What follows belongs to an exercise in optimizing a design on an open flow for small area, a short achievable clock period and few clock cycles; a production flow would make more cautious choices.
Power and IR drop assume default switching activity.

==> flow/design.v <==
module axi_stream_insert_header #(
parameter DATA_WD = 128,
parameter DATA_BYTE_WD = DATA_WD / 8,
parameter BYTE_CNT_WD = $clog2(DATA_BYTE_WD)
) (
input wire clk,
input wire rst_n,
input wire valid_in,
input wire [DATA_WD-1 : 0] data_in,
input wire [DATA_BYTE_WD-1 : 0] keep_in,
input wire last_in,
output wire ready_in,
output wire valid_out,
output wire [DATA_WD-1 : 0] data_out,
output wire [DATA_BYTE_WD-1 : 0] keep_out,
output wire last_out,
input wire ready_out,
input wire valid_insert,
input wire [DATA_WD-1 : 0] data_insert,
input wire [DATA_BYTE_WD-1 : 0] keep_insert,
input wire [BYTE_CNT_WD-1 : 0] byte_insert_cnt,
output wire ready_insert
);
localparam NB = DATA_BYTE_WD;
localparam CW = BYTE_CNT_WD;
localparam [1:0] S_HDR  = 2'd0;    
localparam [1:0] S_DATA = 2'd1;    
localparam [1:0] S_TAIL = 2'd2;    
reg [1:0] state;
reg [DATA_WD-1 : 0] carry;
reg [CW-1 : 0] hm1;                  
reg [NB-1 : 0] hmask;                
reg [CW-1 : 0] tail_m;               
reg valid_out_r;
reg [DATA_WD-1 : 0] data_out_r;
reg [CW-1 : 0] keep_m_r;             
reg last_out_r;
wire out_free = !valid_out_r || ready_out;
wire fits = ~|(keep_in & hmask);
wire beat_go = (state == S_DATA) && valid_in && out_free;
wire tail_go = (state == S_TAIL) && out_free;
wire pkt_end = tail_go || (beat_go && last_in && fits);
assign ready_in = (state == S_DATA) && out_free;
assign ready_insert = (state == S_HDR) || pkt_end;
wire hdr_go = valid_insert && ready_insert;
assign valid_out = valid_out_r;
assign data_out = data_out_r;
assign last_out = last_out_r;
genvar g;
generate
    for (g = 0; g < NB; g = g + 1) begin : g_keep
        assign keep_out[g] = (g + keep_m_r >= NB - 1);
    end
endgenerate
wire [2*DATA_WD-9 : 0] joined = {carry, data_in[DATA_WD-1 : 8]};
wire [DATA_WD-1 : 0] window = joined >> (8 * hm1);
reg [CW-1 : 0] lowz;
integer i;
always @(*) begin
    lowz = 0;
    for (i = 0; i < NB - 1; i = i + 1)
        if (!keep_in[i])
            lowz = i + 1;
end
wire [CW-1 : 0] end_m = hm1 - lowz;
always @(posedge clk or negedge rst_n) begin
    if (!rst_n) begin
        state <= S_HDR;
        valid_out_r <= 1'b0;
    end else begin
        if (out_free)
            valid_out_r <= beat_go || tail_go;
        if (hdr_go)
            state <= S_DATA;
        else if (pkt_end)
            state <= S_HDR;
        else if (beat_go && last_in)
            state <= S_TAIL;
    end
end
always @(posedge clk) begin
    if (hdr_go) begin
        carry <= data_insert;
        hm1 <= byte_insert_cnt - 1'b1;
        hmask <= keep_insert;
    end else if (beat_go) begin
        carry <= data_in;
    end
    if (beat_go) begin
        data_out_r <= window;
        tail_m <= end_m;
        if (last_in && fits) begin
            keep_m_r <= end_m;
            last_out_r <= 1'b1;
        end else begin
            keep_m_r <= {CW{1'b1}};
            last_out_r <= 1'b0;
        end
    end else if (tail_go) begin
        data_out_r <= window;
        keep_m_r <= tail_m;
        last_out_r <= 1'b1;
    end
end
endmodule
clock: 6.5 ns
lec_check: 0
cap_margin: 20
core_margin: 2
core_utilization: 40
slew_margin: 20
run.sh (not shown) runs the stock make flow with config.mk's settings and CLKGATE_MAP_FILE= SYNTH_SCRIPT=/design/flow/synth_recipe.tcl, a recipe that flattens the netlist after the stock synthesis.
Edit:
==> flow/design.v (replaced) <==
module axi_stream_insert_header #(
parameter DATA_WD = 128,
parameter DATA_BYTE_WD = DATA_WD / 8,
parameter BYTE_CNT_WD = $clog2(DATA_BYTE_WD)
) (
input wire clk,
input wire rst_n,
input wire valid_in,
input wire [DATA_WD-1 : 0] data_in,
input wire [DATA_BYTE_WD-1 : 0] keep_in,
input wire last_in,
output wire ready_in,
output wire valid_out,
output wire [DATA_WD-1 : 0] data_out,
output wire [DATA_BYTE_WD-1 : 0] keep_out,
output wire last_out,
input wire ready_out,
input wire valid_insert,
input wire [DATA_WD-1 : 0] data_insert,
input wire [DATA_BYTE_WD-1 : 0] keep_insert,
input wire [BYTE_CNT_WD-1 : 0] byte_insert_cnt,
output wire ready_insert
);
localparam NB = DATA_BYTE_WD;
localparam CW = BYTE_CNT_WD;
localparam [1:0] S_HDR  = 2'd0;    
localparam [1:0] S_DATA = 2'd1;    
localparam [1:0] S_TAIL = 2'd2;    
reg [1:0] state;
reg [DATA_WD-1 : 0] carry;
reg [CW-1 : 0] hm1;                  
reg [NB-1 : 0] hmask;                
reg [CW-1 : 0] tail_m;               
wire beat_go = (state == S_DATA) && valid_in && ready_out;
wire tail_go = (state == S_TAIL) && ready_out;
wire fits = ~|(keep_in & hmask);
wire pkt_end = tail_go || (beat_go && last_in && fits);
assign ready_in = (state == S_DATA) && ready_out;
assign ready_insert = (state == S_HDR) || pkt_end;
wire hdr_go = valid_insert && ready_insert;
wire [2*DATA_WD-9 : 0] joined = {carry, data_in[DATA_WD-1 : 8]};
assign data_out = joined >> (8 * hm1);
assign valid_out = ((state == S_DATA) && valid_in) || (state == S_TAIL);
assign last_out = (state == S_TAIL) || (last_in && fits);
reg [CW-1 : 0] lowz;
integer i;
always @(*) begin
    lowz = 0;
    for (i = 0; i < NB - 1; i = i + 1)
        if (!keep_in[i])
            lowz = i + 1;
end
wire [CW-1 : 0] end_m = hm1 - lowz;
wire [CW-1 : 0] keep_m = (state == S_TAIL) ? tail_m : (last_in && fits) ? end_m : {CW{1'b1}};
genvar g;
generate
    for (g = 0; g < NB; g = g + 1) begin : g_keep
        assign keep_out[g] = (g + keep_m >= NB - 1);
    end
endgenerate
always @(posedge clk or negedge rst_n) begin
    if (!rst_n) begin
        state <= S_HDR;
    end else begin
        if (hdr_go)
            state <= S_DATA;
        else if (pkt_end)
            state <= S_HDR;
        else if (beat_go && last_in)
            state <= S_TAIL;
    end
end
always @(posedge clk) begin
    if (hdr_go) begin
        carry <= data_insert;
        hm1 <= byte_insert_cnt - 1'b1;
        hmask <= keep_insert;
    end else if (beat_go) begin
        carry <= data_in;
    end
    if (beat_go)
        tail_m <= end_m;
end
endmodule
=> Routed wire length fell by 26%; setup slack gets worse by 1.3 ns; design area fell by 21%; power fell by 33%; combinational power fell by 13%; global-route usage fell by 0.40 points.
Function was not checked in any run of this note: the RTL went through the layout flow alone.

## re-timing with driven ports
How much do the figures lean on ideal ports? The routed layouts below were timed once more, with nothing changed but the port constraints. Step 1 sets driving cells, clkbuf_16 on the clock port and buf_2 on the other inputs (assumed; they add their load-dependent delay and slew). Step 2 times the ports against the registers' clock, not the clock port: input delays grow and output delays shrink by t, the midpoint of the rising clock arrivals with the driver on. Slacks: ideal / step 1 / step 2; pairs: ideal / step 1.
run | shift t [ns] | setup WS [ns] | hold WS [ns] | worst setup path at the end | worst slew at a driven data input, ns
the first run | 0.607 | 1.455 / 1.427 / 1.427 | 0.559 / 0.559 / 0.559 | input to output | 0.12
the second run | 0.506 | 0.195 / 0.156 / 0.156 | 0.597 / 0.597 / 0.597 | input to output | 0.11
After both steps setup and hold are still met in every run listed. The setup slack of the second run, which loses most, moves by -0.039 ns with the drivers and by -0.039 ns with both steps.
